What follows belongs to an exercise in optimizing a design on an open flow for small area and a short achievable clock period; a production flow would make more cautious choices. RTL that was checked went through simulation tests only; none was proved equivalent to the original. The RTL of run 1 was laid out without a check of its function. No activity file was given, so power comes from the tool's default toggle rates.

===== flow/flow/run.sh =====
#!/bin/bash
# The standard layout, with plain buffers (sky130_fd_sc_hd__buf_1) on the ports instead of the
# delay cells that buffer_ports picks by default. Every port still gets its own buffer.
set -euo pipefail
export BUFFER_PORTS_ARGS="-buffer_cell sky130_fd_sc_hd__buf_1"
bash standard.sh > standard.log 2>&1

===== flow/standard.sh =====
#!/bin/bash
# synth_recipe.tcl (not shown) runs the flow's synth.tcl, then flattens the netlist and writes it again
# the make line also repeats each setting of config.mk as NAME=value (left out here)
make -C /OpenROAD-flow-scripts/flow DESIGN_CONFIG=/design/flow/config.mk WORK_HOME=/design/flow/orfs CLKGATE_MAP_FILE= SYNTH_SCRIPT=/design/flow/synth_recipe.tcl "${@:-finish}"

===== flow/config.mk =====
export PLATFORM = sky130hd
export DESIGN_NAME = fp32_add
export DESIGN_NICKNAME = fp32_add
export VERILOG_FILES = /design/flow/design.v
export SDC_FILE = /design/flow/constraint.sdc
export NUM_CORES = 4
export LEC_CHECK = 0
export ABC_AREA = 1
export CAP_MARGIN = 20
export CORE_MARGIN = 2
export CORE_UTILIZATION = 40
export CTS_BUF_LIST = sky130_fd_sc_hd__clkbuf_8
export SETUP_SLACK_MARGIN = 2.6
export SLEW_MARGIN = 20

===== flow/constraint.sdc =====
create_clock -name core_clock -period 6.5 [get_ports {clk}]
set_input_delay 1.3000 -clock core_clock [delete_from_list [all_inputs] [get_ports {clk}]]
set_output_delay 1.3000 -clock core_clock [all_outputs]
set_load 0.01 [all_outputs]

===== flow/design.v =====
`default_nettype none
module fp32_add(
    input wire clk,
    input wire [31:0] a,
    input wire [31:0] b,
    input wire sub,
    input wire [2:0] rm,
    output wire [31:0] result,
    output wire nv,
    output wire of,
    output wire nx
);
    integer k;
    wire a_sign = a[31];
    wire b_sign = b[31] ^ sub;
    wire [7:0] a_exp = a[30:23];
    wire [7:0] b_exp = b[30:23];
    wire [22:0] a_frac = a[22:0];
    wire [22:0] b_frac = b[22:0];
    wire s0_is_sub = a_sign ^ b_sign;
    wire a_hid = |a_exp;
    wire b_hid = |b_exp;
    wire [7:0] a_eeff = {a_exp[7:1], a_exp[0] | ~a_hid};
    wire [7:0] b_eeff = {b_exp[7:1], b_exp[0] | ~b_hid};
    wire [7:0] d_ab = a_eeff - b_eeff;
    wire [7:0] d_ba = b_eeff - a_eeff;
    wire swap = a[30:0] < b[30:0];
    wire [7:0] l_exp = swap ? b_exp : a_exp;
    wire [22:0] l_frac = swap ? b_frac : a_frac;
    wire [23:0] s_sig = swap ? {a_hid, a_frac} : {b_hid, b_frac};
    wire l_sign = swap ? b_sign : a_sign;
    wire [4:0] s0_off = swap ? d_ba[4:0] : d_ab[4:0];
    wire s0_far = swap ? |d_ba[7:5] : |d_ab[7:5];    
    reg r1_sign, r1_is_sub;
    reg [2:0] r1_rm;
    reg [7:0] r1_lexp;
    reg [22:0] r1_lfrac;
    reg [23:0] r1_ssig;
    reg [4:0] r1_off;
    reg r1_far;
    always @(posedge clk) begin
        r1_sign <= l_sign;
        r1_is_sub <= s0_is_sub;
        r1_rm <= rm;
        r1_lexp <= l_exp;
        r1_lfrac <= l_frac;
        r1_ssig <= s_sig;
        r1_off <= s0_off;
        r1_far <= s0_far;
    end
    wire l_hid = |r1_lexp;
    wire [7:0] l_e = {r1_lexp[7:1], r1_lexp[0] | ~l_hid};
    wire [27:0] in1 = {1'b0, l_hid, r1_lfrac, 3'b000};
    wire [26:0] sh0 = {r1_ssig, 3'b000};
    wire [26:0] sh1 = r1_far ? 27'b0 : r1_off[4] ? {16'b0, sh0[26:16]} : sh0;
    wire [26:0] sh2 = r1_off[3] ? {8'b0, sh1[26:8]} : sh1;
    wire [26:0] sh3 = r1_off[2] ? {4'b0, sh2[26:4]} : sh2;
    wire [26:0] sh4 = r1_off[1] ? {2'b0, sh3[26:2]} : sh3;
    wire [26:0] sh5 = r1_off[0] ? {1'b0, sh4[26:1]} : sh4;
    reg [23:0] smask;    
    always @*
        for (k = 0; k < 24; k = k + 1)
            smask[k] = r1_far | (r1_off >= k + 3);
    wire sticky = |(r1_ssig & smask);
    wire [27:0] in2 = {1'b0, sh5[26:1], sticky};
    wire [27:0] in2x = in2 ^ {28{r1_is_sub}};
    wire [28:0] sum_c = {in1, 1'b1} + {in2x, r1_is_sub};
    wire [27:0] s1_sum = sum_c[28:1];
    wire [7:0] s1_exp = l_e + 8'd1;
    wire l_emax = &r1_lexp;
    wire s_emax = l_emax & ~r1_far & ~|r1_off;
    wire l_fz = ~|r1_lfrac;
    wire s_fz = ~|r1_ssig[22:0];
    wire l_nan = l_emax & ~l_fz;
    wire l_inf = l_emax & l_fz;
    wire s_inf = s_emax & s_fz;
    wire l_snan = l_nan & ~r1_lfrac[22];
    wire s_snan = s_emax & ~s_fz & ~r1_ssig[22];
    wire inf_inf = r1_is_sub & l_inf & s_inf;
    wire s1_nv = l_snan | s_snan | inf_inf;
    wire s1_nan = l_nan | inf_inf;
    wire s1_inf = ~s1_nan & l_inf;
    wire [1:0] s1_special = {s1_nan, s1_inf | s1_nv};
    wire rdn = r1_rm == 3'b010;
    wire rup = r1_rm == 3'b011;
    wire rtz = r1_rm == 3'b001;
    wire rmm = r1_rm == 3'b100;
    wire s1_up = (rdn & r1_sign) | (rup & ~r1_sign);
    wire s1_dn = rtz | (rdn & ~r1_sign) | (rup & r1_sign);
    wire [1:0] s1_cls = {s1_up | rmm, s1_dn | rmm};
    wire s1_zsign = r1_is_sub ? rdn : r1_sign;
    reg r2_sign, r2_zsign;
    reg [1:0] r2_cls;
    reg [1:0] r2_special;
    reg [7:0] r2_exp;
    reg [27:0] r2_sum;
    always @(posedge clk) begin
        r2_sign <= r1_sign;
        r2_zsign <= s1_zsign;
        r2_cls <= s1_cls;
        r2_special <= s1_special;
        r2_exp <= s1_exp;
        r2_sum <= s1_sum;
    end
    wire e_small = ~|r2_exp[7:5];
    wire [3:0] pd_hi = {4{e_small}} & (4'b0001 << r2_exp[4:3]);
    wire [7:0] pd_lo = 8'b00000001 << r2_exp[2:0];
    reg [27:0] lim_mask;
    always @*
        for (k = 0; k < 28; k = k + 1)
            lim_mask[k] = pd_hi[(28 - k) >> 3] & pd_lo[(28 - k) & 7];
    wire [27:0] x = r2_sum | lim_mask;
    wire z4 = ~|x[27:12];
    wire [15:0] x4 = z4 ? x[11:0] << 4 : x[27:12];
    wire z3 = ~|x4[15:8];
    wire [7:0] x3 = z3 ? x4[7:0] : x4[15:8];
    wire z2 = ~|x3[7:4];
    wire [3:0] x2 = z2 ? x3[3:0] : x3[7:4];
    wire z1 = ~|x2[3:2];
    wire [1:0] x1 = z1 ? x2[1:0] : x2[3:2];
    wire z0 = ~x1[1];
    wire [4:0] lzc = {z4, z3, z2, z1, z0};
    wire [27:0] n4 = z4 ? {r2_sum[11:0], 16'b0} : r2_sum;
    wire [27:0] n3 = z3 ? {n4[19:0], 8'b0} : n4;
    wire [27:0] n2 = z2 ? {n3[23:0], 4'b0} : n3;
    wire [27:0] n1 = z1 ? {n2[25:0], 2'b0} : n2;
    wire [27:0] n0 = z0 ? {n1[26:0], 1'b0} : n1;
    wire c1 = r2_sum[27];
    wire c2 = ~r2_sum[27] & r2_sum[26];
    wire lsb = c1 ? r2_sum[4] : c2 ? r2_sum[3] : r2_sum[2];
    wire g = c1 ? r2_sum[3] : c2 ? r2_sum[2] : r2_sum[1];
    wire st = c1 ? |r2_sum[2:0] : c2 ? |r2_sum[1:0] : r2_sum[0];
    wire inexact = g | st;
    reg add_one;
    always @* begin
        case (r2_cls)
            2'd0: add_one = g & (lsb | st);
            2'd1: add_one = 1'b0;
            2'd2: add_one = g | st;
            default: add_one = g;
        endcase
    end
    wire sp_inf = r2_special == 2'b01;
    wire sp_nan = r2_special[1];
    wire sp = |r2_special;
    wire ovf = ~sp & c1 & (&r2_exp);           
    wire of_max = r2_cls == 2'd1;              
    wire zero_sign = ~|r2_sum;
    reg [7:0] s2_exp;
    reg [4:0] s2_lzc;
    reg [22:0] s2_frac;
    reg s2_msb;
    always @* begin
        s2_lzc = (sp | ovf | zero_sign) ? 5'd0 : lzc;
        s2_msb = sp | ovf | (~zero_sign & n0[27]);
        if (sp_nan) {s2_exp, s2_frac} = 31'h7fc00000;
        else if (sp_inf | (ovf & ~of_max)) {s2_exp, s2_frac} = 31'h7f800000;
        else if (ovf) {s2_exp, s2_frac} = 31'h7f7fffff;
        else {s2_exp, s2_frac} = {zero_sign ? 8'd1 : r2_exp, n0[26:4]};
    end
    wire s2_efe = ~sp & ((c1 & (r2_exp == 8'hfe)) | (c2 & (r2_exp == 8'hff)));
    wire w_ones = c1 ? &r2_sum[26:4] : c2 ? &r2_sum[25:3] : &r2_sum[24:2];
    wire w_lo_ones = c1 ? &r2_sum[15:4] : c2 ? &r2_sum[14:3] : &r2_sum[13:2];
    wire s2_inc = ~sp & ~ovf & add_one;
    reg r3_sign, r3_inc, r3_nx, r3_of, r3_nv, r3_carry, r3_lo_ones, r3_msb;
    reg [7:0] r3_exp;
    reg [4:0] r3_lzc;
    reg [22:0] r3_frac;
    always @(posedge clk) begin
        r3_sign <= ~sp_nan & (zero_sign ? r2_zsign : r2_sign);
        r3_inc <= s2_inc;
        r3_carry <= s2_inc & w_ones;
        r3_lo_ones <= w_lo_ones;
        r3_nx <= ~sp & (inexact | ovf);
        r3_of <= ovf | (s2_efe & s2_inc & w_ones);
        r3_nv <= r2_special == 2'b11;
        r3_exp <= s2_exp;
        r3_lzc <= s2_lzc;
        r3_msb <= s2_msb;
        r3_frac <= s2_frac;
    end
    wire [11:0] frac_lo = r3_frac[11:0] + {11'b0, r3_inc};
    wire [10:0] frac_hi = r3_frac[22:12] + {10'b0, r3_inc & r3_lo_ones};
    wire [6:0] exp_lo = {1'b0, r3_exp[4:0], 1'b1} + {1'b0, ~r3_lzc, r3_msb};
    wire [2:0] exp_hi_m1 = r3_exp[7:5] - 3'd1;
    wire [7:0] exp_c0 = {exp_lo[6] ? r3_exp[7:5] : exp_hi_m1, exp_lo[5:1]};
    wire [7:0] exp_c1 = r3_lzc[1] ? r3_exp - 8'd1 : r3_lzc[0] ? r3_exp : r3_exp + 8'd1;
    wire [7:0] exp_out = r3_carry ? exp_c1 : exp_c0;
    assign result = {r3_sign, exp_out, frac_hi, frac_lo};
    assign of = r3_of;
    assign nx = r3_nx;
    assign nv = r3_nv;
endmodule
`default_nettype wire

==> reports/qor.yml, run 1 <==
clock_network:
  htree_levels: 4
  clk_latency_ns: 0.48
  postCtsHoldBufs: 0
  clkTransAtPathRegs_ns: 0.09
  clk_path_buf_depth: 2
  cts_sinks: 152
  tritoncts: "yes"
  cts_buffers: 17
  cts-root-buf: "clkbuf_8"
placement:
  hpwlAfterDp_mm: 30.6
  gp_congestion: 0.999
  place_inst: 2333
  post_dp_cell_area_um2: 12700
  port-buffer-count: 103
  preCtsSetupSlack_ns: 2.02
floorplanning:
  die_width_um: 178
  pin_count: 104
  dieArea_um2: 31500
  die_h_um: 178
  start_util: 0.406
  rows: 63
  core-area_um2: 29600
run:
  cap_violations: 0
min_path:
  holdPathStages: 2
  min_to: "r3_nv$_DFF_P_"
  min-delay-start: "r2_special[1]$_DFF_P_"
  worstHoldPathType: "reg -> reg"
timing:
  fmax_mhz: 271
  finalMaxSlewViolations: 0
  final-setup-viol-count: 0
  fin_tns_setup_ns: 0
  timing.final.crit_share: 0.567
  fin_crit_ns: 3.69
  relSlewSlack: 0.366
  fin_hold_ws_ns: 0.483
  worstMarginPinSlew_ns: 0.951
  fin_skew_ns: 0.0254
  rsz0062_at_grt: "true"
  fin_ws_ns: 2.81
  hold_viol: 0
routing:
  avgRoutedWirePerCell_um: 16.1
  drc: 0
  vias: 12500
  routed_wl_mm: 38.3
  drtIter0Drc: 1062
  viasPerCell: 5.27
  antenna_left: 0
  drt-pass1-iter-count: 7
worst_setup_path:
  cp_common_cell: "nor2_1"
  worst_path_max_delay_cell: "dfxtp_4"
  rrSetupSlack_ns: 2.84
  critPathMaxStageDelay_ns: 0.39
  crit_chain: "clkinvlp_4 -> ha_4 -> nand3_1 -> and2_4 -> nor2_1 -> nor2_1 -> inv_1 -> a21oi_2 -> nor2_1 -> nor2_1 -> nand2_1 -> xnor2_1 -> buf_2"
  endpoint_kind: "primary output"
  cp.arrival_ns: 2.39
  critical_path_class: "reg -> out"
  r2r-end: "r2_sum[24]$_DFF_P_"
  critPathRequiredTime_ns: 5.20
  r2r_cells: 20
  r2r-start: "r1_off[3]$_DFF_P_"
  worst_setup_path_start_kind: "register"
  cp_max_fo: 4
global_routing:
  track_usage: 0.242
  grt_first_pass_wirelength_mm: 60.7
  grt_pass1_vias: 11800
  grt_antenna_before_repair: 0
  grt_max_degree: 71
  overflow: 0
logic_synthesis:
  synth_seq_cells: 152
  synth_top_cell_by_area: "dfxtp_1"
  syn_area_um2: 12000
  synth_edf_count: 0
  dominantRegCellSynth: "dfxtp_1"
  ys_warn_count: 1
  ys_top_cells_by_area: "dfxtp_1 25%, nand2_1 16%, ha_1 8.0%"
  synth_most_common_cell: "nand2_1"
  syn_inst: 1895
  ys_async_sr_fraction: 0
  ys_types: 56
  synth_commonest_cells: "508 x nand2_1, 227 x inv_1, 181 x o21ai_0"
  netlist.area_leader.share: 0.253
  avgSynthCellArea_um2: 6.36
  synth_nets: 2044
  ys_seq_area_frac: 0.253
power:
  ir_worst_vdd_v: 0.000146
  powerDensity_nw_per_um2: 406
  p_leak_nw: 6.37
  power_mw: 5.43
final_layout:
  area_delta_synth_final_pct: 11.1
  nets: 2123
  final_cell_count_no_fill: 2377
  drive_gt1_frac: 0.0725
  utilization: 0.452
  antenna_cells: 0
  stdcell_area_um2: 13400
run_status:
  outcome: "timing/DRC/antenna clean"
[cells by family (layout without fill, tap and decap cells)]
group           after synthesis  count (layout)  share of synthesized area
xor+xnor                     86              86                     0.0625
buf+inv                     302             392                      0.100
fa+ha+maj                    80              80                     0.0850
flops                       152             152                      0.253
mux                           4               4                    0.00343
compound gates              363             363                      0.170
simple gates                908             910                      0.326
[worst max-delay path: cells and delay by family, from the launching register on]
kind | cells | cell delay [ns]
AO/OA/AOI/OAI | 1 | 0.18
XOR/XNOR | 1 | 0.12
flip-flops | 1 | 0.39
AND/OR/NAND/NOR | 7 | 0.65
buffers and inverters | 3 | 0.33
adder cells (fa/ha/maj) | 1 | 0.25
[timing repair]
action / CTS / global route
buffers inserted: 0 / 8
endpoints found under the setup margin: 54 / 63
endpoints found under the hold margin: 0 / 0
pin swaps: 0 / 9
gates cloned: 0 / 4
gates resized for setup: 11 / 45
[state kept, by name, indices dropped and copies added (netlist names), 2 cells and up]
name	cells
r2_sum	28
r1_ssig	24
r1_lfrac	23
r3_frac	23
r1_lexp	8
r2_exp	8
r3_exp	8
r1_off	5
r3_lzc	5
r1_rm	3
r2_cls	2
r2_special	2
[cell type report]
type	count	area (um2)
Timing Repair Buffer	121	528
Clock inverter	15	183
Multi-Input combinational cell	1443	7980
Fill cell	3257	16300
Timing Repair inverter	1	5.00
Clock buffer	17	234
Inverter	238	916
Sequential cell	152	3060
Tap cell	390	488
[layer usage]
layer	up-vias	GRT usage	wire [um]
met5	-	0	0
met3	72	0.0276	1710
met2	378	0.441	19100
met4	0	0.0779	1040
li1	6379	-	-
met1	5686	0.294	16500
[report_power, final]
part	internal, mW	switching (mW)	total, mW
clock	0.359	0.426	0.785
combinational	1.09	2.02	3.11
sequential	1.23	0.316	1.54
[placed cells by master (no fill, tap or decap), types with 5 or more instances in the layout]
cell type / synthesis / layout
a21oi_1: 89 / 85
a31oi_1: 15 / 14
buf_1: 8 / 102
buf_4: 7 / 15
clkbuf_8: 0 / 17
dfxtp_1: 152 / 144
dfxtp_2: 0 / 7
ha_1: 77 / 74
inv_1: 227 / 223
inv_2: 7 / 8
inv_8: 0 / 6
nand2_1: 508 / 505
nand2_2: 12 / 13
nand2_8: 1 / 5
nand3_1: 135 / 135
nand4_1: 18 / 18
nor2_1: 147 / 142
nor2_2: 5 / 7
nor2_4: 7 / 11
nor3_1: 29 / 29
nor4_1: 24 / 23
o211ai_1: 11 / 11
o21a_1: 8 / 8
o21ai_0: 181 / 178
o21ai_1: 11 / 12
o21bai_1: 6 / 6
o31ai_1: 10 / 8
or2_2: 6 / 6
xnor2_1: 14 / 14
xor2_1: 72 / 72
[how the worst max path moves through the flow]
stage                                    start                   to  slack [ns]  cells after the start
final                     r3_lzc[1]$_SDFF_PP0_           result[30]        2.81                     13
after global routing         r1_off[4]$_DFF_P_   r2_sum[26]$_DFF_P_        2.56                     20
after CTS                    r1_off[3]$_DFF_P_   r2_sum[24]$_DFF_P_        2.61                     17
after detailed placement                 a[26]  r1_lfrac[0]$_DFF_P_        2.02                     12
after global placement                   a[26]   r1_ssig[2]$_DFF_P_        2.15                     12
after floorplan              r1_off[4]$_DFF_P_   r2_sum[26]$_DFF_P_        2.79                     18
==> run 2, diff against run 1 <==
--- a/flow/design.v
+++ b/flow/design.v
@@ -30,6 +30,5 @@
     wire [23:0] s_sig = swap ? {a_hid, a_frac} : {b_hid, b_frac};
     wire l_sign = swap ? b_sign : a_sign;
-    wire [4:0] s0_off = swap ? d_ba[4:0] : d_ab[4:0];
-    wire s0_far = swap ? |d_ba[7:5] : |d_ab[7:5];    
+    wire [4:0] s0_off = swap ? (d_ba[4:0] | {5{|d_ba[7:5]}}) : (d_ab[4:0] | {5{|d_ab[7:5]}});
     reg r1_sign, r1_is_sub;
     reg [2:0] r1_rm;
@@ -38,5 +37,4 @@
     reg [23:0] r1_ssig;
     reg [4:0] r1_off;
-    reg r1_far;
     always @(posedge clk) begin
         r1_sign <= l_sign;
@@ -47,5 +45,4 @@
         r1_ssig <= s_sig;
         r1_off <= s0_off;
-        r1_far <= s0_far;
     end
     wire l_hid = |r1_lexp;
@@ -53,5 +50,5 @@
     wire [27:0] in1 = {1'b0, l_hid, r1_lfrac, 3'b000};
     wire [26:0] sh0 = {r1_ssig, 3'b000};
-    wire [26:0] sh1 = r1_far ? 27'b0 : r1_off[4] ? {16'b0, sh0[26:16]} : sh0;
+    wire [26:0] sh1 = r1_off[4] ? {16'b0, sh0[26:16]} : sh0;
     wire [26:0] sh2 = r1_off[3] ? {8'b0, sh1[26:8]} : sh1;
     wire [26:0] sh3 = r1_off[2] ? {4'b0, sh2[26:4]} : sh2;
@@ -61,5 +58,5 @@
     always @*
         for (k = 0; k < 24; k = k + 1)
-            smask[k] = r1_far | (r1_off >= k + 3);
+            smask[k] = r1_off >= k + 3;
     wire sticky = |(r1_ssig & smask);
     wire [27:0] in2 = {1'b0, sh5[26:1], sticky};
@@ -69,5 +66,5 @@
     wire [7:0] s1_exp = l_e + 8'd1;
     wire l_emax = &r1_lexp;
-    wire s_emax = l_emax & ~r1_far & ~|r1_off;
+    wire s_emax = l_emax & ~|r1_off;
     wire l_fz = ~|r1_lfrac;
     wire s_fz = ~|r1_ssig[22:0];
@@ -182,7 +179,6 @@
     wire [11:0] frac_lo = r3_frac[11:0] + {11'b0, r3_inc};
     wire [10:0] frac_hi = r3_frac[22:12] + {10'b0, r3_inc & r3_lo_ones};
-    wire [6:0] exp_lo = {1'b0, r3_exp[4:0], 1'b1} + {1'b0, ~r3_lzc, r3_msb};
-    wire [2:0] exp_hi_m1 = r3_exp[7:5] - 3'd1;
-    wire [7:0] exp_c0 = {exp_lo[6] ? r3_exp[7:5] : exp_hi_m1, exp_lo[5:1]};
+    wire [8:0] exp_c0x = {r3_exp, 1'b1} + {3'b111, ~r3_lzc, r3_msb};
+    wire [7:0] exp_c0 = exp_c0x[8:1];
     wire [7:0] exp_c1 = r3_lzc[1] ? r3_exp - 8'd1 : r3_lzc[0] ? r3_exp : r3_exp + 8'd1;
     wire [7:0] exp_out = r3_carry ? exp_c1 : exp_c0;
==> reports/qor.yml, run 2 <==
floorplanning:
  die_h_um: 176  # -0.84%
  die_width_um: 176  # -0.84%
  start_util: 0.409  # +0.00278
  core-area_um2: 28900  # -2.4%
  dieArea_um2: 31000  # -1.7%
  pin_count: 104  # unchanged
  rows: 62  # -1.6%
routing:
  vias: 12200  # -2.6%
  antenna_left: 0  # unchanged
  drtIter0Drc: 803  # -24%
  routed_wl_mm: 37.1  # -3.1%
  viasPerCell: 5.26  # -0.15%
  drt-pass1-iter-count: 6  # -1
  drc: 0  # unchanged
  avgRoutedWirePerCell_um: 16.0  # -0.72%
timing:
  rsz0062_at_grt: "true"
  relSlewSlack: 0.314  # -0.0515
  final-setup-viol-count: 0  # unchanged
  fin_tns_setup_ns: 0  # unchanged
  timing.final.crit_share: 0.576  # +0.00831
  fin_ws_ns: 2.76  # -0.0540 ns
  hold_viol: 0  # unchanged
  finalMaxSlewViolations: 0  # unchanged
  fin_crit_ns: 3.74  # +0.0540 ns
  worstMarginPinSlew_ns: 1.03  # +0.0769 ns
  fin_hold_ws_ns: 0.461  # -0.0225 ns
  fmax_mhz: 267  # -1.4%
  fin_skew_ns: 0.0257  # +0.000247 ns
global_routing:
  grt_max_degree: 68  # -4.2%
  grt_antenna_before_repair: 0  # unchanged
  grt_pass1_vias: 11600  # -2.3%
  grt_first_pass_wirelength_mm: 58.9  # -2.9%
  track_usage: 0.237  # -0.00456
  overflow: 0  # unchanged
clock_network:
  clk_path_buf_depth: 2  # unchanged
  clk_latency_ns: 0.48  # about the same
  htree_levels: 4  # unchanged
  cts_buffers: 17  # unchanged
  cts-root-buf: "clkbuf_8"
  cts_sinks: 151  # -0.66%
  tritoncts: "yes"
  clkTransAtPathRegs_ns: 0.10  # about the same
logic_synthesis:
  syn_inst: 1849  # -2.4%
  synth_compound_area_frac: 0.169  # -0.000549
  netlist.area_leader.share: 0.255  # +0.00269
  synth_xor_area_frac: 0.0695  # +0.00700
  ys_top_cells_by_area: "dfxtp_1 26%, nand2_1 15%, ha_1 7.9%"
  synth_most_common_cell: "nand2_1"
  yosys.area_share.adder: 0.0843  # -0.000641
  ys_types: 58  # +3.6%
  ys_warn_count: 1  # unchanged
  dominantRegCellSynth: "dfxtp_1"
  synthSimpleGateAreaFrac: 0.307  # -0.0193
  synth_commonest_cells: "465 x nand2_1, 239 x inv_1, 186 x o21ai_0"
  synth_nets: 1996  # -2.3%
  ys_seq_area_frac: 0.255  # +0.00269
  avgSynthCellArea_um2: 6.40  # +0.74%
  synth_seq_cells: 151  # -0.66%
  synth_top_cell_by_area: "dfxtp_1"
  synthMuxAreaShare: 0.00930  # +0.00587
  ys_async_sr_fraction: 0  # unchanged
  synth_top_family_by_area: "simple AND/OR/NAND/NOR gates"
  syn_area_um2: 11800  # -1.7%
  synth_edf_count: 0  # unchanged
final_layout:
  area_delta_synth_final_pct: 10.7
  largest_reg_flops: 28  # unchanged
  stdcell_area_um2: 13100  # -2.1%
  final_cell_mix: "461 x nand2_1, 234 x inv_1, 182 x o21ai_0"
  nets: 2069  # -2.5%
  drive_gt1_frac: 0.0641  # -0.00839
  num-fill-cells: 3159  # -3.0%
  top_register: "r2_sum"
  layout_commonest_cell: "nand2_1"
  utilization: 0.453  # +0.00146
  top_regs: "r2_sum (28), r1_ssig (24)"
  antenna_cells: 0  # unchanged
worst_setup_path:
  critical_path_class: "reg -> out"
  crit_chain: "clkinvlp_4 -> ha_4 -> a21oi_1 -> and2_1 -> nor2_2 -> nor2_1 -> o21bai_1 -> a21oi_1 -> nand3_1 -> nand2_1 -> xor2_1 -> clkbuf_2"
  endpoint_kind: "primary output"
  critPathRequiredTime_ns: 5.20  # about the same
  critPathMaxStageDelay_ns: 0.39  # about the same
  cp_common_cell: "a21oi_1"
  worst_setup_path_start_kind: "register"
  cp_max_fo: 4  # unchanged
  worst_path_max_delay_cell: "dfxtp_4"
  cp.arrival_ns: 2.44  # +0.05 ns
min_path:
  worstHoldPathType: "reg -> reg"
power:
  powerDensity_nw_per_um2: 394  # -3.0%
  ir_worst_vdd_v: 0.000162  # +11%
  p_leak_nw: 6.30  # -1.1%
placement:
  port-buffer-count: 103  # unchanged
  gp_congestion: 0.963  # -3.5%
  post_dp_cell_area_um2: 12400  # -1.9%
  hpwlAfterDp_mm: 29.7  # -2.7%
  preCtsSetupSlack_ns: 1.96  # -0.0548 ns
run:
  cap_violations: 0  # unchanged
run_status:
  outcome: "timing/DRC/antenna clean"
[run 2: changes by cell type in the layout (fill, tap and decap cells not counted), moves of 8 or more]
cell / before / now
mux2i_1: 3 / 11
inv_1: 223 / 234
nand3_1: 135 / 121
o22ai_1: 2 / 21
nand2_1: 505 / 461
o21a_1: 8 / 0
[run 2: timing repair]
item / in CTS / in global routing
buffers inserted: 0 / 7
pin swaps: 0 / 3
cloned: 0 / 1
endpoints found under the setup margin: 24 / 56
hold buffers: 0 / 0
gates resized for setup: 9 / 43
[run 2: path summary, 6_finish.rpt]
check	cells after the start	start	endpoint	slack [ns]
max	12	r3_lzc[1]$_SDFF_PP0_	result[29]	2.76
min	2	r2_special[0]$_DFF_P_	r3_nv$_DFF_P_	0.46
max reg2reg	10	r1_is_sub$_DFF_P_	r2_sum[18]$_DFF_P_	2.88
min reg2reg	2	r2_special[0]$_DFF_P_	r3_nv$_DFF_P_	0.46
[run 2: where the power goes]
| group | switching, mW | internal (mW) |
|---|---|---|
| sequential | 0.303 | 1.21 |
| clock | 0.431 | 0.358 |
| combinational | 1.86 | 1.00 |
[run 2: kinds of logic (layout without fill, tap and decap cells)]
group,after synthesis,in the layout
XOR/XNOR,94,94
adder cells (fa/ha/maj),78,78
AO/OA/AOI/OAI,364,364
AND/OR/NAND/NOR,838,838
multiplexers,11,11
buffers and inverters,313,399
flip-flops,151,151
[run 2: layout make-up]
class	count	area [um2]	area share
Multi-Input combinational cell	1385	7730	0.590
Tap cell	384	480	0.0366
Timing Repair inverter	1	7.51	0.000573
Clock inverter	15	178	0.0136
Timing Repair Buffer	113	464	0.0354
Clock buffer	17	234	0.0178
Sequential cell	151	3040	0.232
Inverter	253	972	0.0742
[run 2: routing by layer]
layer	vias to the layer above	track usage	share of wire
li1	6218	-	-
met1	5581	0.289	0.43
met2	345	0.438	0.50
met3	47	0.0269	0.042
met4	0	0.0665	0.022
met5	-	0	0
[run 2: per-stage QoR]
step | std cells | power (mW)
global placement | 2279 | 4.29
floorplan | 1849 | 3.60
global route | 2319 | 5.66
detailed placement | 2279 | 4.30
finish | 2319 | 5.16
CTS | 2311 | 5.11
[run 2: worst max-delay path, delay by kind of cell, from the launching register on]
family	cells	cell delay, ns
compound gates	3	0.43
simple gates	5	0.50
buf+inv	2	0.27
flops	1	0.39
xor+xnor	1	0.14
fa+ha+maj	1	0.25
==> run 3, diff against run 2 <==
--- a/flow/config.mk
+++ b/flow/config.mk
@@ -11,4 +11,4 @@
 export CORE_UTILIZATION = 40
 export CTS_BUF_LIST = sky130_fd_sc_hd__clkbuf_8
-export SETUP_SLACK_MARGIN = 2.6
+export SETUP_SLACK_MARGIN = 3.0
 export SLEW_MARGIN = 20
==> reports/qor.yml, run 3 <==
logic_synthesis:
  synth_xor_area_frac: 0.0695  # unchanged
  ys_types: 58  # unchanged
  synthMuxAreaShare: 0.00930  # unchanged
  ys_top_cells_by_area: "dfxtp_1 26%, nand2_1 15%, ha_1 7.9%"
  synth_top_cell_by_area: "dfxtp_1"
  ys_warn_count: 1  # unchanged
  ys_seq_area_frac: 0.255  # unchanged
  ys_async_sr_fraction: 0  # unchanged
  dominantRegCellSynth: "dfxtp_1"
  synth_nets: 1996  # unchanged
  synth_compound_area_frac: 0.169  # unchanged
  avgSynthCellArea_um2: 6.40  # unchanged
  netlist.area_leader.share: 0.255  # unchanged
  syn_inst: 1849  # unchanged
  synth_seq_cells: 151  # unchanged
  synthSimpleGateAreaFrac: 0.307  # unchanged
  synth_commonest_cells: "465 x nand2_1, 239 x inv_1, 186 x o21ai_0"
  synth_most_common_cell: "nand2_1"
  synth_edf_count: 0  # unchanged
  yosys.area_share.adder: 0.0843  # unchanged
  syn_area_um2: 11800  # unchanged
  synth_top_family_by_area: "simple AND/OR/NAND/NOR gates"
timing:
  fin_crit_ns: 3.55  # -0.192 ns
  fin_skew_ns: 0.0216  # -0.00411 ns
  hold_viol: 0  # unchanged
  worstMarginPinSlew_ns: 0.862  # -0.165 ns
  final-setup-viol-count: 0  # unchanged
  timing.final.crit_share: 0.546  # -0.0295
  relSlewSlack: 0.424  # +0.110
  fin_tns_setup_ns: 0  # unchanged
  finalMaxSlewViolations: 0  # unchanged
  fmax_mhz: 282  # +5.4%
  rsz0062_at_grt: "true"
final_layout:
  drive_gt1_frac: 0.202  # +0.138
  nets: 2176  # +5.2%
  antenna_cells: 0  # unchanged
  top_register: "r2_sum"
  area_delta_synth_final_pct: 28.0
  layout_commonest_cell: "nand2_1"
  stdcell_area_um2: 15200  # +16%
  num-fill-cells: 2953  # -6.5%
  largest_reg_flops: 28  # unchanged
  final_cell_mix: "426 x nand2_1, 227 x inv_1, 154 x o21ai_0"
  top_regs: "r2_sum (28), r1_ssig (24)"
  utilization: 0.524  # +0.0706
worst_setup_path:
  crit_chain: "inv_2 -> fa_2 -> nand3_1 -> and2_4 -> nor2_2 -> o21ai_1 -> nand2_1 -> nand2_1 -> o211ai_1 -> nand2_1 -> xor2_1 -> buf_2"
  critPathCapture: "result[30]"
  worst_setup_path_start_kind: "register"
  rrSetupSlack_ns: 2.97  # +0.09 ns
  r2r-end: "r3_frac[21]$_SDFF_PP0_"
  critPathMaxStageDelay_ns: 0.36  # -0.03 ns
  critical_path_class: "reg -> out"
  worst_path_max_delay_cell: "dfxtp_2"
  r2r_cells: 29  # +19
  cp-startpoint: "r3_lzc[0]$_SDFF_PP0_"
  endpoint_kind: "primary output"
  critPathRequiredTime_ns: 5.20  # about the same
  cp.arrival_ns: 2.25  # -0.19 ns
  r2r-start: "r2_exp[6]$_DFF_P_"
  cp_common_cell: "nand2_1"
  cp_max_fo: 5  # +1
run_status:
  outcome: "timing/DRC/antenna clean"
global_routing:
  grt_first_pass_wirelength_mm: 60.8  # +3.3%
  track_usage: 0.244  # +0.00740
  grt_antenna_before_repair: 1  # +1
  grt_pass1_vias: 12000  # +3.9%
  overflow: 0  # unchanged
  grt_max_degree: 48  # -29%
min_path:
  worstHoldPathType: "reg -> reg"
routing:
  antenna_left: 0  # unchanged
  viasPerCell: 5.44  # +3.5%
  drtIter0Drc: 1052  # +31%
  avgRoutedWirePerCell_um: 17.5  # +9.3%
  drt-pass1-iter-count: 6  # unchanged
  vias: 13200  # +8.2%
  drc: 0  # unchanged
  routed_wl_mm: 42.4  # +14%
floorplanning:
  rows: 62  # unchanged
  pin_count: 104  # unchanged
  core-area_um2: 28900  # unchanged
  die_width_um: 176  # unchanged
  dieArea_um2: 31000  # unchanged
  start_util: 0.409  # unchanged
  die_h_um: 176  # unchanged
run:
  cap_violations: 0  # unchanged
clock_network:
  tritoncts: "yes"
  clkTransAtPathRegs_ns: 0.11  # about the same
  clk_latency_ns: 0.48  # about the same
  cts_sinks: 151  # unchanged
  cts_buffers: 17  # unchanged
  cts-root-buf: "clkbuf_8"
  htree_levels: 4  # unchanged
  clk_path_buf_depth: 2  # unchanged
power:
  power_mw: 6.22  # +20%
  ir_worst_vdd_v: 0.000165  # +2.0%
  powerDensity_nw_per_um2: 411  # +4.3%
  p_leak_nw: 7.09  # +12%
placement:
  gp_congestion: 0.997  # +3.5%
  port-buffer-count: 103  # unchanged
  hpwlAfterDp_mm: 30.0  # +0.71%
  post_dp_cell_area_um2: 12500  # +0.16%
-- run 3: cell type report --
class	count	area [um2]	area share
Inverter	253	1020	0.0675
Timing Repair inverter	7	62.6	0.00413
Sequential cell	151	3060	0.202
Tap cell	384	480	0.0317
Multi-Input combinational cell	1401	8800	0.580
Timing Repair Buffer	198	1320	0.0874
Clock inverter	15	175	0.0116
Clock buffer	17	234	0.0154
-- run 3: cell families (layout without fill, tap and decap cells) --
group,count (synthesis),count (layout)
buffers and inverters,313,490
AOI/OAI and AO/OA,364,364
and+or+nand+nor,838,854
muxes,11,11
adders and majority gates,78,78
xor gates and xnor gates,94,94
DFF,151,151
-- run 3: power by group --
group	leakage, nW	switching (mW)	internal (mW)
logic	5.62	2.43	1.48
clock network	0.199	0.419	0.356
registers	1.27	0.322	1.22
total	7.09	3.17	3.06
-- run 3: per-layer routing --
layer  vias up  share of wire  GRT usage
met3       150          0.046     0.0254
met2       511           0.51      0.462
met1      6081           0.40      0.288
li1       6454              -          -
met4         0          0.046     0.0768
met5         -              0          0
-- run 3: worst min-delay path by stage --
stage                          startpoint         endpoint  slack [ns]  cells after the start
finish              r2_special[0]$_DFF_P_    r3_nv$_DFF_P_        0.46                      2
floorplan                 r1_sign$_DFF_P_  r2_sign$_DFF_P_        0.36                      0
detailed placement        r1_sign$_DFF_P_  r2_sign$_DFF_P_        0.45                      0
CTS                       r1_sign$_DFF_P_  r2_sign$_DFF_P_        0.47                      0
global route        r2_special[0]$_DFF_P_    r3_nv$_DFF_P_        0.48                      2
global placement    r2_special[0]$_DFF_P_    r3_nv$_DFF_P_        0.45                      2
-- run 3: repair_timing --
item / 4_1_cts / 5_1_grt
pin swaps: 10 / 92
gates resized for setup: 76 / 268
endpoints found under the setup margin: 100 / 81
hold buffers: 0 / 0
cloned: 3 / 21
setup buffers: 17 / 73
-- run 3: worst max-delay path: cells and delay by family (launching register included) --
family          cells  cell delay, ns
simple gates        6            0.52
compound gates      2            0.21
xor+xnor            1            0.12
buf+inv             2            0.20
flops               1            0.36
fa+ha+maj           1            0.35
-- run 3: per-stage QoR --
stage | hold slack [ns] | setup slack, ns | instances
final | 0.457 | 2.95 | 2426
after CTS | 0.468 | 2.91 | 2332
after floorplan | 0.364 | 3.05 | 1849
after global routing | 0.479 | 2.74 | 2426
after global placement | 0.448 | 2.13 | 2280
after detailed placement | 0.448 | 1.97 | 2280
==> run 4, diff against run 3 <==
--- a/flow/config.mk
+++ b/flow/config.mk
@@ -11,4 +11,4 @@
 export CORE_UTILIZATION = 40
 export CTS_BUF_LIST = sky130_fd_sc_hd__clkbuf_8
-export SETUP_SLACK_MARGIN = 3.0
+export SETUP_SLACK_MARGIN = 2.9
 export SLEW_MARGIN = 20
==> reports/qor.yml, run 4 <==
routing:
  antenna_left: 0  # unchanged
  vias: 12500  # -4.9%
  drt-pass1-iter-count: 6  # unchanged
  viasPerCell: 5.32  # -2.3%
  avgRoutedWirePerCell_um: 16.5  # -5.9%
  routed_wl_mm: 38.8  # -8.5%
  drc: 0  # unchanged
  drtIter0Drc: 1207  # +15%
final_layout:
  area_delta_synth_final_pct: 15.9
  final_cell_mix: "460 x nand2_1, 230 x inv_1, 166 x o21ai_0"
  antenna_cells: 0  # unchanged
  top_register: "r2_sum"
  largest_reg_flops: 28  # unchanged
  drive_gt1_frac: 0.113  # -0.0884
  top_regs: "r2_sum (28), r1_ssig (24)"
  layout_commonest_cell: "nand2_1"
  final_cell_count_no_fill: 2360  # -2.7%
  nets: 2110  # -3.0%
  num-fill-cells: 3004  # +1.7%
run:
  cap_violations: 0  # unchanged
floorplanning:
  rows: 62  # unchanged
  start_util: 0.409  # unchanged
  die_h_um: 176  # unchanged
  core-area_um2: 28900  # unchanged
  dieArea_um2: 31000  # unchanged
  die_width_um: 176  # unchanged
  pin_count: 104  # unchanged
worst_setup_path:
  cp.arrival_ns: 2.25  # about the same
  critical_path_class: "reg -> out"
  cp_max_fo: 4  # -1
  critPathRequiredTime_ns: 5.20  # about the same
  rrSetupSlack_ns: 2.99  # +0.02 ns
  endpoint_kind: "primary output"
  worst_setup_path_start_kind: "register"
clock_network:
  clk_latency_ns: 0.46  # -0.02 ns
  clk_path_buf_depth: 2  # unchanged
  tritoncts: "yes"
  htree_levels: 4  # unchanged
  cts_buffers: 17  # unchanged
  cts-root-buf: "clkbuf_8"
  clkTransAtPathRegs_ns: 0.10  # about the same
  cts_sinks: 151  # unchanged
global_routing:
  grt_max_degree: 67  # +40%
  overflow: 0  # unchanged
  grt_first_pass_wirelength_mm: 58.5  # -3.8%
  grt_antenna_before_repair: 0  # -1
  track_usage: 0.237  # -0.00781
  grt_pass1_vias: 11400  # -5.2%
timing:
  timing.final.crit_share: 0.547  # about the same
  fin_ws_ns: 2.95  # -0.00235 ns
  fmax_mhz: 281  # about the same
  finalMaxSlewViolations: 0  # unchanged
  fin_skew_ns: 0.0215  # -0.0000471 ns
  fin_crit_ns: 3.55  # +0.00235 ns
  fin_tns_setup_ns: 0  # unchanged
  relSlewSlack: 0.394  # -0.0294
  hold_viol: 0  # unchanged
  final-setup-viol-count: 0  # unchanged
  worstMarginPinSlew_ns: 0.900  # +0.0378 ns
  rsz0062_at_grt: "true"
logic_synthesis:
  synth_xor_area_frac: 0.0695  # unchanged
  synth_commonest_cells: "465 x nand2_1, 239 x inv_1, 186 x o21ai_0"
  yosys.area_share.adder: 0.0843  # unchanged
  syn_inst: 1849  # unchanged
  syn_area_um2: 11800  # unchanged
  synthMuxAreaShare: 0.00930  # unchanged
  synth_top_cell_by_area: "dfxtp_1"
  synth_nets: 1996  # unchanged
  avgSynthCellArea_um2: 6.40  # unchanged
  synth_compound_area_frac: 0.169  # unchanged
  netlist.area_leader.share: 0.255  # unchanged
  dominantRegCellSynth: "dfxtp_1"
  ys_async_sr_fraction: 0  # unchanged
  synth_edf_count: 0  # unchanged
  synth_top_family_by_area: "simple AND/OR/NAND/NOR gates"
  synthSimpleGateAreaFrac: 0.307  # unchanged
  synth_most_common_cell: "nand2_1"
  ys_top_cells_by_area: "dfxtp_1 26%, nand2_1 15%, ha_1 7.9%"
  ys_warn_count: 1  # unchanged
  ys_seq_area_frac: 0.255  # unchanged
  synth_seq_cells: 151  # unchanged
  ys_types: 58  # unchanged
placement:
  place_inst: 2279  # -0.044%
  gp_congestion: 0.979  # -1.9%
  preCtsSetupSlack_ns: 2.01  # +0.0375 ns
  hpwlAfterDp_mm: 29.7  # -0.79%
  port-buffer-count: 103  # unchanged
power:
  powerDensity_nw_per_um2: 389  # -5.2%
  p_leak_nw: 6.53  # -7.8%
  ir_worst_vdd_v: 0.000143  # -13%
min_path:
  worstHoldPathType: "reg -> reg"
run_status:
  outcome: "timing/DRC/antenna clean"
[run 4: per-layer routing]
| layer | up-vias | part of all wire | wire length, um | GRT usage |
|---|---|---|---|---|
| met5 | - | 0 | 0 | 0 |
| met4 | 0 | 0.051 | 1960 | 0.0981 |
| met3 | 137 | 0.051 | 1970 | 0.0293 |
| met2 | 501 | 0.50 | 19300 | 0.434 |
| met1 | 5602 | 0.40 | 15600 | 0.277 |
| li1 | 6307 | - | - | - |
[run 4: layout make-up]
class	instances	area, um2	share of cell area
inverters	253	1000	0.0732
clock inverters	14	114	0.00830
repair buffers	142	712	0.0519
multi-input cells	1391	8070	0.588
well taps	384	480	0.0350
flip-flops and latches	151	3050	0.222
clock buffers	18	248	0.0180
repair inverters	7	48.8	0.00356
[run 4: where the power goes]
part / internal [mW] / switching (mW) / total, mW
Sequential: 1.22 / 0.309 / 1.53
Combinational: 1.12 / 2.01 / 3.13
Clock: 0.284 / 0.401 / 0.686
Total: 2.62 / 2.72 / 5.35
[run 4: final timing paths]
| path | from | end | cells past startpoint |
|---|---|---|---|
| max | r3_lzc[1]$_SDFF_PP0_ | result[29] | 12 |
| min | r2_special[1]$_DFF_P_ | r3_nv$_DFF_P_ | 2 |
| max reg2reg | r1_off[3]$_DFF_P_ | r2_sum[26]$_DFF_P_ | 18 |
| min reg2reg | r2_special[1]$_DFF_P_ | r3_nv$_DFF_P_ | 2 |
[run 4: worst max-delay path: stages (launching register included)]
cell,delay (ns)
dfxtp_4,0.38
inv_4,0.05
ha_4,0.29
nand3_2,0.08
and2_4,0.16
nor2_4,0.09
nor2_2,0.04
o21bai_1,0.19
a21oi_2,0.08
nand3_1,0.07
nand2_1,0.06
xor2_1,0.14
buf_2,0.15
[run 4: what timing repair did]
item | in CTS | in global routing
hold buffers | 0 | 0
resized for setup | 52 | 102
gates cloned | 2 | 11
setup buffers | 5 | 30
pin swaps | 7 | 32
setup endpoints to repair | 82 | 74
[run 4: logic make-up (layout without fill, tap and decap cells)]
logic type	after synthesis	in the layout
adders and majority gates	78	78
buffers and inverters	313	434
muxes	11	11
xor gates and xnor gates	94	94
and+or+nand+nor	838	844
AOI/OAI and AO/OA	364	364
DFF	151	151
[run 4: stage by stage]
stage | cell area, um2 | hold WS, ns | total power, mW | utilization
2_1_floorplan | 11900 | 0.364 | 3.60 | -
3_3_place_gp | 12400 | 0.440 | 4.30 | 0.430
3_5_place_dp | 12400 | 0.442 | 4.30 | 0.430
4_1_cts | 13000 | 0.466 | 5.07 | 0.451
5_1_grt | 13700 | 0.476 | 5.83 | 0.474
6_report | 13700 | 0.468 | 5.35 | 0.474
==> run 5, diff against run 4 <==
--- a/flow/config.mk
+++ b/flow/config.mk
@@ -11,4 +11,4 @@
 export CORE_UTILIZATION = 40
 export CTS_BUF_LIST = sky130_fd_sc_hd__clkbuf_8
-export SETUP_SLACK_MARGIN = 2.9
+export SETUP_SLACK_MARGIN = 2.7
 export SLEW_MARGIN = 20
==> reports/qor.yml, run 5 <==
routing:
  viasPerCell: 5.27  # -0.83%
  antenna_left: 0  # unchanged
  avgRoutedWirePerCell_um: 16.2  # -1.6%
  routed_wl_mm: 38.0  # -2.2%
  drc: 0  # unchanged
  vias: 12400  # -1.5%
  drtIter0Drc: 820  # -32%
  drt-pass1-iter-count: 6  # unchanged
floorplanning:
  dieArea_um2: 31000  # unchanged
  pin_count: 104  # unchanged
  die_h_um: 176  # unchanged
  core-area_um2: 28900  # unchanged
  rows: 62  # unchanged
  start_util: 0.409  # unchanged
  die_width_um: 176  # unchanged
worst_setup_path:
  critPathMaxStageDelay_ns: 0.39  # about the same
  cp.arrival_ns: 2.38  # +0.13 ns
  endpoint_kind: "primary output"
  crit_chain: "clkinvlp_4 -> ha_4 -> nand3_1 -> and2_4 -> nor2_2 -> nor2_1 -> o21bai_1 -> a21oi_1 -> nand3_1 -> nand2_1 -> xor2_1 -> buf_2"
  worst_setup_path_start_kind: "register"
  critPathRequiredTime_ns: 5.20  # about the same
  critical_path_class: "reg -> out"
  cp_max_fo: 4  # unchanged
  worst_path_max_delay_cell: "dfxtp_4"
  rrSetupSlack_ns: 2.95  # -0.04 ns
  cp_common_cell: "nand3_1"
timing:
  worstMarginPinSlew_ns: 0.814  # -0.0862 ns
  hold_viol: 0  # unchanged
  fin_crit_ns: 3.68  # +0.129 ns
  timing.final.crit_share: 0.567  # +0.0198
  fin_skew_ns: 0.0263  # +0.00477 ns
  fin_tns_setup_ns: 0  # unchanged
  final-setup-viol-count: 0  # unchanged
  finalMaxSlewViolations: 0  # unchanged
  fmax_mhz: 272  # -3.5%
  rsz0062_at_grt: "true"
  relSlewSlack: 0.456  # +0.0617
clock_network:
  cts_sinks: 151  # unchanged
  cts-root-buf: "clkbuf_8"
  postCtsHoldBufs: 0  # unchanged
  clkTransAtPathRegs_ns: 0.10  # about the same
  htree_levels: 4  # unchanged
  clk_path_buf_depth: 2  # unchanged
  tritoncts: "yes"
  cts_buffers: 17  # unchanged
  clk_latency_ns: 0.47  # about the same
power:
  swShare: 0.504  # -0.00569
  switching_power_mw: 2.66  # -2.1%
  ir_worst_vdd_v: 0.000160  # +12%
  seqPwrFrac: 0.288  # +0.002
  p_leak_nw: 6.43  # -1.6%
  powerDensity_nw_per_um2: 395  # +1.3%
  combinationalPowerShare: 0.563  # -0.023
  clock_power_share: 0.149  # +0.021
  power.internal_mw: 2.63  # +0.13%
run_status:
  outcome: "timing/DRC/antenna clean"
final_layout:
  stdcell_area_um2: 13400  # -2.3%
  final_cell_mix: "459 x nand2_1, 232 x inv_1, 178 x o21ai_0"
  drive_gt1_frac: 0.0862  # -0.0271
  top_register: "r2_sum"
  nets: 2094  # -0.76%
  layout_commonest_cell: "nand2_1"
  top_regs: "r2_sum (28), r1_ssig (24)"
  num-fill-cells: 3123  # +4.0%
  antenna_cells: 0  # unchanged
  area_delta_synth_final_pct: 13.3
  largest_reg_flops: 28  # unchanged
logic_synthesis:
  synth_seq_cells: 151  # unchanged
  syn_inst: 1849  # unchanged
  ys_seq_area_frac: 0.255  # unchanged
  ys_async_sr_fraction: 0  # unchanged
  dominantRegCellSynth: "dfxtp_1"
  synth_most_common_cell: "nand2_1"
  ys_warn_count: 1  # unchanged
  netlist.area_leader.share: 0.255  # unchanged
  ys_top_cells_by_area: "dfxtp_1 26%, nand2_1 15%, ha_1 7.9%"
  synth_nets: 1996  # unchanged
  syn_area_um2: 11800  # unchanged
  avgSynthCellArea_um2: 6.40  # unchanged
  synth_top_cell_by_area: "dfxtp_1"
  synth_commonest_cells: "465 x nand2_1, 239 x inv_1, 186 x o21ai_0"
  ys_types: 58  # unchanged
  synth_edf_count: 0  # unchanged
placement:
  port-buffer-count: 103  # unchanged
  gp_congestion: 0.963  # -1.6%
  post_dp_cell_area_um2: 12400  # -0.10%
  hpwlAfterDp_mm: 29.7  # about the same
global_routing:
  track_usage: 0.237  # +0.000493
  grt_first_pass_wirelength_mm: 58.9  # +0.73%
  grt_max_degree: 68  # +1.5%
  grt_pass1_vias: 11600  # +1.5%
  grt_antenna_before_repair: 0  # unchanged
  overflow: 0  # unchanged
run:
  cap_violations: 0  # unchanged
min_path:
  worstHoldPathType: "reg -> reg"
-- run 5: worst max-delay path, delay by kind of cell, from the launching register on --
family,cells,cell delay [ns]
compound gates,2,0.28
xor+xnor,1,0.14
fa+ha+maj,1,0.30
buf+inv,2,0.26
flops,1,0.39
simple gates,6,0.55
-- run 5: repair_timing --
item,CTS,global route
buffers inserted,0,28
setup endpoints to repair,70,79
pin swaps,0,18
hold endpoints to repair,0,0
cloned,0,5
gates resized for setup,16,71
-- run 5: stage by stage --
step | hold slack, ns | utilization | setup slack (ns) | instances | power (mW)
after floorplan | 0.364 | - | 2.74 | 1849 | 3.60
after global placement | 0.451 | 0.430 | 2.10 | 2279 | 4.29
after detailed placement | 0.440 | 0.430 | 1.96 | 2279 | 4.30
after CTS | 0.470 | 0.446 | 2.70 | 2311 | 5.11
after global routing | 0.490 | 0.463 | 2.63 | 2344 | 5.77
final | 0.460 | 0.463 | 2.82 | 2344 | 5.29
-- run 5: final timing paths --
path                                            to  depth (start not counted)                  start
worst max-delay path                    result[29]                         12   r3_lzc[1]$_SDFF_PP0_
worst min-delay path                 r3_nv$_DFF_P_                          2  r2_special[0]$_DFF_P_
worst min register to register       r3_nv$_DFF_P_                          2  r2_special[0]$_DFF_P_
worst max register to register  r2_sum[20]$_DFF_P_                         20      r1_off[4]$_DFF_P_
-- run 5: cell type report --
class | instances | area, um2 | area share
clock buffer | 17 | 234 | 0.0175
clock inverter | 15 | 178 | 0.0133
inverter | 253 | 988 | 0.0737
multi-input combinational | 1388 | 7840 | 0.585
sequential | 151 | 3040 | 0.227
tap | 384 | 480 | 0.0358
timing repair buffer | 134 | 627 | 0.0468
timing repair inverter | 2 | 12.5 | 0.000933
-- run 5: logic make-up (layout without fill, tap and decap cells) --
| family | after synthesis | in the layout | synth area share |
|---|---|---|---|
| XOR/XNOR | 94 | 94 | 0.0695 |
| multiplexers | 11 | 11 | 0.00930 |
| AO/OA/AOI/OAI | 364 | 364 | 0.169 |
| adder cells (fa/ha/maj) | 78 | 78 | 0.0843 |
| AND/OR/NAND/NOR | 838 | 841 | 0.307 |
| buffers and inverters | 313 | 421 | 0.105 |
| flip-flops | 151 | 151 | 0.255 |
-- run 5: power groups by stage --
stage,clock network [mW],registers (mW),logic (mW)
CTS,0.810,1.52,2.79
global route,0.839,1.55,3.38
floorplan,0,1.38,2.21
finish,0.788,1.52,2.98
global placement,0,1.53,2.76
detailed placement,0,1.53,2.76
-- run 5: metal layers --
metal | vias to the layer above | share of wire | global-route usage
li1 | 6279 | - | -
met2 | 360 | 0.51 | 0.438
met4 | 0 | 0.023 | 0.0665
met1 | 5670 | 0.43 | 0.289
met3 | 50 | 0.040 | 0.0269
met5 | - | 0 | 0
==> run 6, diff against run 5 <==
--- a/flow/config.mk
+++ b/flow/config.mk
@@ -11,4 +11,5 @@
 export CORE_UTILIZATION = 40
 export CTS_BUF_LIST = sky130_fd_sc_hd__clkbuf_8
-export SETUP_SLACK_MARGIN = 2.7
+export PLACE_DENSITY = 0.7
+export SETUP_SLACK_MARGIN = 2.8
 export SLEW_MARGIN = 20
==> reports/qor.yml, run 6 <==
worst_setup_path:
  cp.arrival_ns: 3.97  # +1.59 ns
  endpoint_kind: "register"
  critical_path_class: "reg -> reg"
  worst_setup_path_start_kind: "register"
  critPathRequiredTime_ns: 6.84  # +1.64 ns
  cp_max_fo: 13  # +9
timing:
  rsz0062_at_grt: "true"
  fmax_mhz: 276  # +1.7%
  fin_skew_ns: 0.0185  # -0.00780 ns
  hold_viol: 0  # unchanged
  relSlewSlack: 0.502  # +0.0465
  fin_tns_setup_ns: 0  # unchanged
  worstMarginPinSlew_ns: 0.745  # -0.0696 ns
  finalMaxSlewViolations: 0  # unchanged
  fin_crit_ns: 3.62  # -0.0600 ns
  final-setup-viol-count: 0  # unchanged
  timing.final.crit_share: 0.557  # -0.00923
routing:
  routed_wl_mm: 36.3  # -4.5%
  vias: 12400  # +0.20%
  drtIter0Drc: 970  # +18%
  drt-pass1-iter-count: 6  # unchanged
  viasPerCell: 5.26  # -0.22%
  drc: 0  # unchanged
  avgRoutedWirePerCell_um: 15.4  # -4.9%
  antenna_left: 0  # unchanged
final_layout:
  top_regs: "r2_sum (28), r1_ssig (24)"
  final_cell_count_no_fill: 2354  # +0.43%
  num-fill-cells: 2998  # -4.0%
  multi_input_area_um2: 7910  # +0.78%
  seqCellArea_um2: 3050  # +0.16%
  top_register: "r2_sum"
  drive_gt1_frac: 0.0964  # +0.0102
  layout_commonest_cell: "nand2_1"
  final_cell_mix: "460 x nand2_1, 231 x inv_1, 178 x o21ai_0"
  largest_reg_flops: 28  # unchanged
  nets: 2104  # +0.48%
  utilization: 0.468  # +0.00515
  antenna_cells: 0  # unchanged
  area_delta_synth_final_pct: 14.5
logic_synthesis:
  synth_most_common_cell: "nand2_1"
  netlist.area_leader.share: 0.255  # unchanged
  ys_types: 58  # unchanged
  dominantRegCellSynth: "dfxtp_1"
  synth_commonest_cells: "465 x nand2_1, 239 x inv_1, 186 x o21ai_0"
  synth_edf_count: 0  # unchanged
  synth_top_cell_by_area: "dfxtp_1"
  ys_warn_count: 1  # unchanged
  syn_inst: 1849  # unchanged
  syn_area_um2: 11800  # unchanged
  ys_seq_area_frac: 0.255  # unchanged
  avgSynthCellArea_um2: 6.40  # unchanged
  ys_async_sr_fraction: 0  # unchanged
  ys_top_cells_by_area: "dfxtp_1 26%, nand2_1 15%, ha_1 7.9%"
  synth_seq_cells: 151  # unchanged
  synth_nets: 1996  # unchanged
floorplanning:
  core-area_um2: 28900  # unchanged
  pin_count: 104  # unchanged
  die_h_um: 176  # unchanged
  die_width_um: 176  # unchanged
  start_util: 0.409  # unchanged
  dieArea_um2: 31000  # unchanged
  rows: 62  # unchanged
power:
  powerDensity_nw_per_um2: 385  # -2.4%
  ir_worst_vdd_v: 0.000180  # +12%
  p_leak_nw: 6.50  # +0.98%
global_routing:
  grt_antenna_before_repair: 0  # unchanged
  grt_first_pass_wirelength_mm: 55.6  # -5.7%
  grt_max_degree: 68  # unchanged
  overflow: 0  # unchanged
  track_usage: 0.221  # -0.0157
  grt_pass1_vias: 11300  # -2.4%
placement:
  place_inst: 2279  # unchanged
  hpwlAfterDp_mm: 28.3  # -4.7%
  port-buffer-count: 103  # unchanged
  gp_congestion: 0.977  # +1.5%
clock_network:
  cts_sinks: 151  # unchanged
  clk_latency_ns: 0.48  # about the same
  cts-root-buf: "clkbuf_8"
  clk_path_buf_depth: 2  # unchanged
  clkTransAtPathRegs_ns: 0.10  # about the same
  postCtsHoldBufs: 0  # unchanged
  htree_levels: 4  # unchanged
  tritoncts: "yes"
  cts_buffers: 17  # unchanged
run:
  cap_violations: 0  # unchanged
run_status:
  outcome: "timing/DRC/antenna clean"
min_path:
  worstHoldPathType: "reg -> reg"
-- run 6: kinds of logic after synthesis --
family                   synth area share
XOR/XNOR                           0.0695
flip-flops                          0.255
AO/OA/AOI/OAI                       0.169
multiplexers                      0.00930
buffers and inverters               0.105
adder cells (fa/ha/maj)            0.0843
AND/OR/NAND/NOR                     0.307
-- run 6: cell type report --
class / count / share of cell area
multi-input cells: 1390 / 0.583
flip-flops and latches: 151 / 0.225
inverters: 253 / 0.0737
repair buffers: 140 / 0.0531
well taps: 384 / 0.0354
clock buffers: 18 / 0.0183
clock inverters: 14 / 0.00969
repair inverters: 4 / 0.00185
-- run 6: stage by stage --
step	cell area [um2]	worst slack (ns)	hold slack [ns]	power [mW]
2_1_floorplan	11800	2.81	0.364	3.60
3_3_place_gp	12400	2.12	0.438	4.22
3_5_place_dp	12400	2.01	0.443	4.24
4_1_cts	12900	2.77	0.452	4.99
5_1_grt	13600	2.66	0.464	5.69
6_report	13600	2.88	0.450	5.22
-- run 6: what timing repair did --
item | in CTS | in global routing
setup endpoints to repair | 73 | 81
gates resized for setup | 19 | 88
setup buffers | 0 | 33
pin swaps | 0 | 23
gates cloned | 0 | 9
-- run 6: final timing paths --
path                                         from                  to  slack (ns)  cells after the start
worst max-delay path            r1_off[4]$_DFF_P_  r2_sum[18]$_DFF_P_        2.88                     18
worst min-delay path              r1_sign$_DFF_P_     r2_sign$_DFF_P_        0.45                      0
worst max register to register  r1_off[4]$_DFF_P_  r2_sum[18]$_DFF_P_        2.88                     18
worst min register to register    r1_sign$_DFF_P_     r2_sign$_DFF_P_        0.45                      0
-- run 6: critical path, stage by stage, from the launching register on --
cell,delay [ns]
dfxtp_4,0.42
nor2_4,0.17
clkinvlp_4,0.19
buf_2,0.22
o22ai_1,0.23
nand2_1,0.07
o21ai_0,0.11
o21ai_0,0.14
nand2_1,0.07
o21ai_0,0.10
xor2_1,0.16
ha_1,0.36
a21oi_1,0.17
inv_1,0.07
a31oi_1,0.28
o21ai_0,0.20
a21oi_1,0.22
o21ai_0,0.15
xor2_1,0.18
-- run 6: where the power goes --
group | total, mW | switching (mW) | internal, mW
clock | 0.710 | 0.418 | 0.292
sequential | 1.51 | 0.291 | 1.22
combinational | 3.00 | 1.92 | 1.08
total | 5.22 | 2.63 | 2.59
-- run 6: routing by layer --
metal | track usage | up-vias | part of all wire
li1 | - | 6291 | -
met5 | 0 | - | 0
met2 | 0.394 | 462 | 0.49
met3 | 0.0265 | 90 | 0.048
met4 | 0.0871 | 0 | 0.037
met1 | 0.271 | 5541 | 0.43
==> run 7, diff against run 6 <==
--- a/flow/config.mk
+++ b/flow/config.mk
@@ -11,5 +11,4 @@
 export CORE_UTILIZATION = 40
 export CTS_BUF_LIST = sky130_fd_sc_hd__clkbuf_8
-export PLACE_DENSITY = 0.7
 export SETUP_SLACK_MARGIN = 2.8
 export SLEW_MARGIN = 20
==> reports/qor.yml, run 7 <==
timing:
  fmax_mhz: 278  # +0.86%
  rsz0062_at_grt: "true"
  fin_skew_ns: 0.0330  # +0.0145 ns
  timing.final.crit_share: 0.553  # -0.00474
  fin_hold_ws_ns: 0.446  # -0.00404 ns
  relSlewSlack: 0.451  # -0.0515
  finalMaxSlewViolations: 0  # unchanged
  fin_tns_setup_ns: 0  # unchanged
  worstMarginPinSlew_ns: 0.822  # +0.0771 ns
  fin_ws_ns: 2.91  # +0.0308 ns
  hold_viol: 0  # unchanged
  final-setup-viol-count: 0  # unchanged
  fin_crit_ns: 3.59  # -0.0308 ns
final_layout:
  antenna_cells: 0  # unchanged
  layout_commonest_cell: "nand2_1"
  top_regs: "r2_sum (28), r1_ssig (24)"
  stdcell_area_um2: 13500  # about the same
  area_delta_synth_final_pct: 14.4  # about the same
  drive_gt1_frac: 0.0949  # -0.00155
  largest_reg_flops: 28  # unchanged
  nets: 2094  # -0.48%
  top_register: "r2_sum"
  final_cell_mix: "461 x nand2_1, 232 x inv_1, 172 x o21ai_0"
logic_synthesis:
  ys_warn_count: 1  # unchanged
  syn_area_um2: 11800  # unchanged
  ys_seq_area_frac: 0.255  # unchanged
  synth_edf_count: 0  # unchanged
  ys_top_cells_by_area: "dfxtp_1 26%, nand2_1 15%, ha_1 7.9%"
  syn_inst: 1849  # unchanged
  avgSynthCellArea_um2: 6.40  # unchanged
  synth_top_cell_by_area: "dfxtp_1"
  synth_seq_cells: 151  # unchanged
  synth_commonest_cells: "465 x nand2_1, 239 x inv_1, 186 x o21ai_0"
  synth_most_common_cell: "nand2_1"
  netlist.area_leader.share: 0.255  # unchanged
  synth_nets: 1996  # unchanged
  dominantRegCellSynth: "dfxtp_1"
  ys_types: 58  # unchanged
  ys_async_sr_fraction: 0  # unchanged
power:
  power.internal_mw: 2.64  # +1.8%
  seqPwrFrac: 0.287  # -0.002
  combinationalPowerShare: 0.574  # about the same
  swShare: 0.505  # +0.00216
  clock_power_share: 0.139  # +0.003
  switching_power_mw: 2.70  # +2.7%
  ir_worst_vdd_v: 0.000168  # -6.9%
  powerDensity_nw_per_um2: 394  # +2.4%
  p_leak_nw: 6.45  # -0.76%
placement:
  port-buffer-count: 103  # unchanged
  post_dp_cell_area_um2: 12500  # about the same
  hpwlAfterDp_mm: 29.8  # +5.1%
  gp_congestion: 0.968  # -0.99%
  preCtsSetupSlack_ns: 1.95  # -0.0618 ns
floorplanning:
  rows: 62  # unchanged
  pin_count: 104  # unchanged
  dieArea_um2: 31000  # unchanged
  die_width_um: 176  # unchanged
  core-area_um2: 28900  # unchanged
  start_util: 0.409  # unchanged
  die_h_um: 176  # unchanged
worst_setup_path:
  endpoint_kind: "primary output"
  critPathMaxStageDelay_ns: 0.42  # about the same
  path_delay_family: "simple AND/OR/NAND/NOR gates"
  worst_path_max_delay_cell: "fa_2"
  critical_path_class: "reg -> out"
  cp_common_cell: "nand2_1"
  worst_setup_path_start_kind: "register"
  cp.arrival_ns: 2.29  # -1.68 ns
  path_depth: 12  # -6
  r2r_cells: 19  # +1
  r2r-end: "r2_sum[23]$_DFF_P_"
  critPathRequiredTime_ns: 5.20  # -1.64 ns
  critPathBufInv: 2  # -1
  crit_chain: "inv_4 -> fa_2 -> nand3_2 -> and2_4 -> nor2_2 -> o21ai_2 -> nand2_1 -> nand2_1 -> o211ai_1 -> nand2_1 -> xor2_1 -> buf_2"
  r2r-start: "r1_off[3]$_DFF_P_"
  rrSetupSlack_ns: 2.99  # +0.11 ns
  cp_max_fo: 4  # -9
global_routing:
  grt_antenna_before_repair: 0  # unchanged
  grt_pass1_vias: 11600  # +2.9%
  grt_first_pass_wirelength_mm: 59.1  # +6.5%
  use_met3: 0.0314  # +0.00495
  top_usage_layer: "met2"
  overflow: 0  # unchanged
  grt_max_degree: 68  # unchanged
  track_usage: 0.238  # +0.0165
  use_met1: 0.283  # +0.0118
  grt_use_met2: 0.436  # +0.0415
routing:
  routed_wl_mm: 38.1  # +5.0%
  avgRoutedWirePerCell_um: 16.2  # +5.4%
  drc: 0  # unchanged
  viasPerCell: 5.24  # -0.48%
  drt-pass1-iter-count: 7  # +1
  vias: 12300  # -0.90%
  antenna_left: 0  # unchanged
  drtIter0Drc: 907  # -6.5%
clock_network:
  clk_latency_ns: 0.48  # about the same
  cts_sinks: 151  # unchanged
  htree_levels: 4  # unchanged
  clkTransAtPathRegs_ns: 0.10  # about the same
  cts-root-buf: "clkbuf_8"
  clk_path_buf_depth: 2  # unchanged
  cts_buffers: 17  # unchanged
  tritoncts: "yes"
min_path:
  holdPathStages: 2  # +2
  worstHoldPathType: "reg -> reg"
  min_to: "r3_nv$_DFF_P_"
  min-delay-start: "r2_special[0]$_DFF_P_"
run:
  cap_violations: 0  # unchanged
run_status:
  outcome: "timing/DRC/antenna clean"
==> run 7: cell counts after synthesis <==
No cell type changed its count.
==> run 7: area by class of cell <==
cell class              instances  area, um2
repair buffers                132        628
clock buffers                  17        234
flip-flops and latches        151       3040
well taps                     384        480
multi-input cells            1390       7990
repair inverters                2       12.5
inverters                     253        995
clock inverters                15        158
fillers                      3060      15400
==> run 7: what timing repair did <==
action	4_1_cts	5_1_grt
hold buffers	0	0
resized for setup	25	98
pin swaps	3	37
buffers inserted	2	23
gates cloned	0	7
endpoints found under the setup margin	76	81
==> run 7: worst max path at each step <==
stage	from	end	slack, ns
after floorplan	a[26]	r1_off[1]$_DFF_P_	2.81
after CTS	r1_off[2]$_DFF_P_	r2_sum[26]$_DFF_P_	2.75
after detailed placement	a[27]	r1_off[1]$_DFF_P_	1.95
final	r3_lzc[0]$_SDFF_PP0_	result[30]	2.91
after global routing	r1_off[3]$_DFF_P_	r2_sum[23]$_DFF_P_	2.77
after global placement	a[27]	r1_off[4]$_DFF_P_	2.08
==> run 7: cell families (layout without fill, tap and decap cells) <==
kind of cell | count (synthesis) | in the layout | synth area share
AOI/OAI and AO/OA | 364 | 364 | 0.169
and+or+nand+nor | 838 | 843 | 0.307
DFF | 151 | 151 | 0.255
muxes | 11 | 11 | 0.00930
xor gates and xnor gates | 94 | 94 | 0.0695
adders and majority gates | 78 | 78 | 0.0843
buffers and inverters | 313 | 419 | 0.105
==> run 7: power by group through the flow <==
stage / logic [mW] / clock network (mW) / registers, mW
after floorplan: 2.21 / 0 / 1.38
after global placement: 2.76 / 0 / 1.53
after detailed placement: 2.76 / 0 / 1.53
after CTS: 2.82 / 0.766 / 1.51
after global routing: 3.48 / 0.808 / 1.56
final: 3.07 / 0.742 / 1.53
==> run 7: layer usage <==
metal	part of all wire	vias up
met5	0	-
met4	0.034	0
met3	0.046	73
met2	0.50	381
met1	0.42	5542
li1	-	6276
==> run 7: worst reg2reg max path, delay by kind of cell (launching register included) <==
kind | cells | cell delay [ns]
AOI/OAI and AO/OA | 8 | 1.31
buffers and inverters | 3 | 0.39
DFF | 1 | 0.41
xor gates and xnor gates | 2 | 0.30
adders and majority gates | 1 | 0.38
and+or+nand+nor | 5 | 0.66
==> run 7: per-stage QoR <==
stage | util | power, mW | cells
floorplan | - | 3.60 | 1849
global placement | 0.430 | 4.29 | 2280
detailed placement | 0.430 | 4.29 | 2280
CTS | 0.448 | 5.09 | 2314
global route | 0.468 | 5.84 | 2344
finish | 0.468 | 5.34 | 2344

## what the ideal ports hide
The flow's constraints put no driver on any port. The routed layouts listed below were extracted and timed again, unchanged, in two steps.
Step 1 assumes that a clkbuf_16 drives the clock port and a buf_2 every other input.
Step 2 times the ports against the registers' clock, not the clock port: input delays grow and output delays shrink by t, the midpoint of the rising clock arrivals with the driver on.
a / b / c = ideal / step 1 / step 2; a / b = the first two.
run	t (ns)	setup slack, ns	worst setup path after step 2
run 1	0.516	2.811 / 2.767 / 2.454	input to register
run 2	0.512	2.757 / 2.711 / 2.281	input to register
run 3	0.507	2.949 / 2.907 / 2.592	input to register
run 4	0.498	2.947 / 2.901 / 2.561	input to register
run 5	0.508	2.818 / 2.770 / 2.448	input to register
run 6	0.508	2.878 / 2.850 / 2.571	input to register
run 7	0.512	2.908 / 2.860 / 2.549	input to register
After both steps every run listed still meets setup and hold. The setup slack of run 2, which loses most, moves by -0.046 ns with the drivers and by -0.476 ns with both steps.
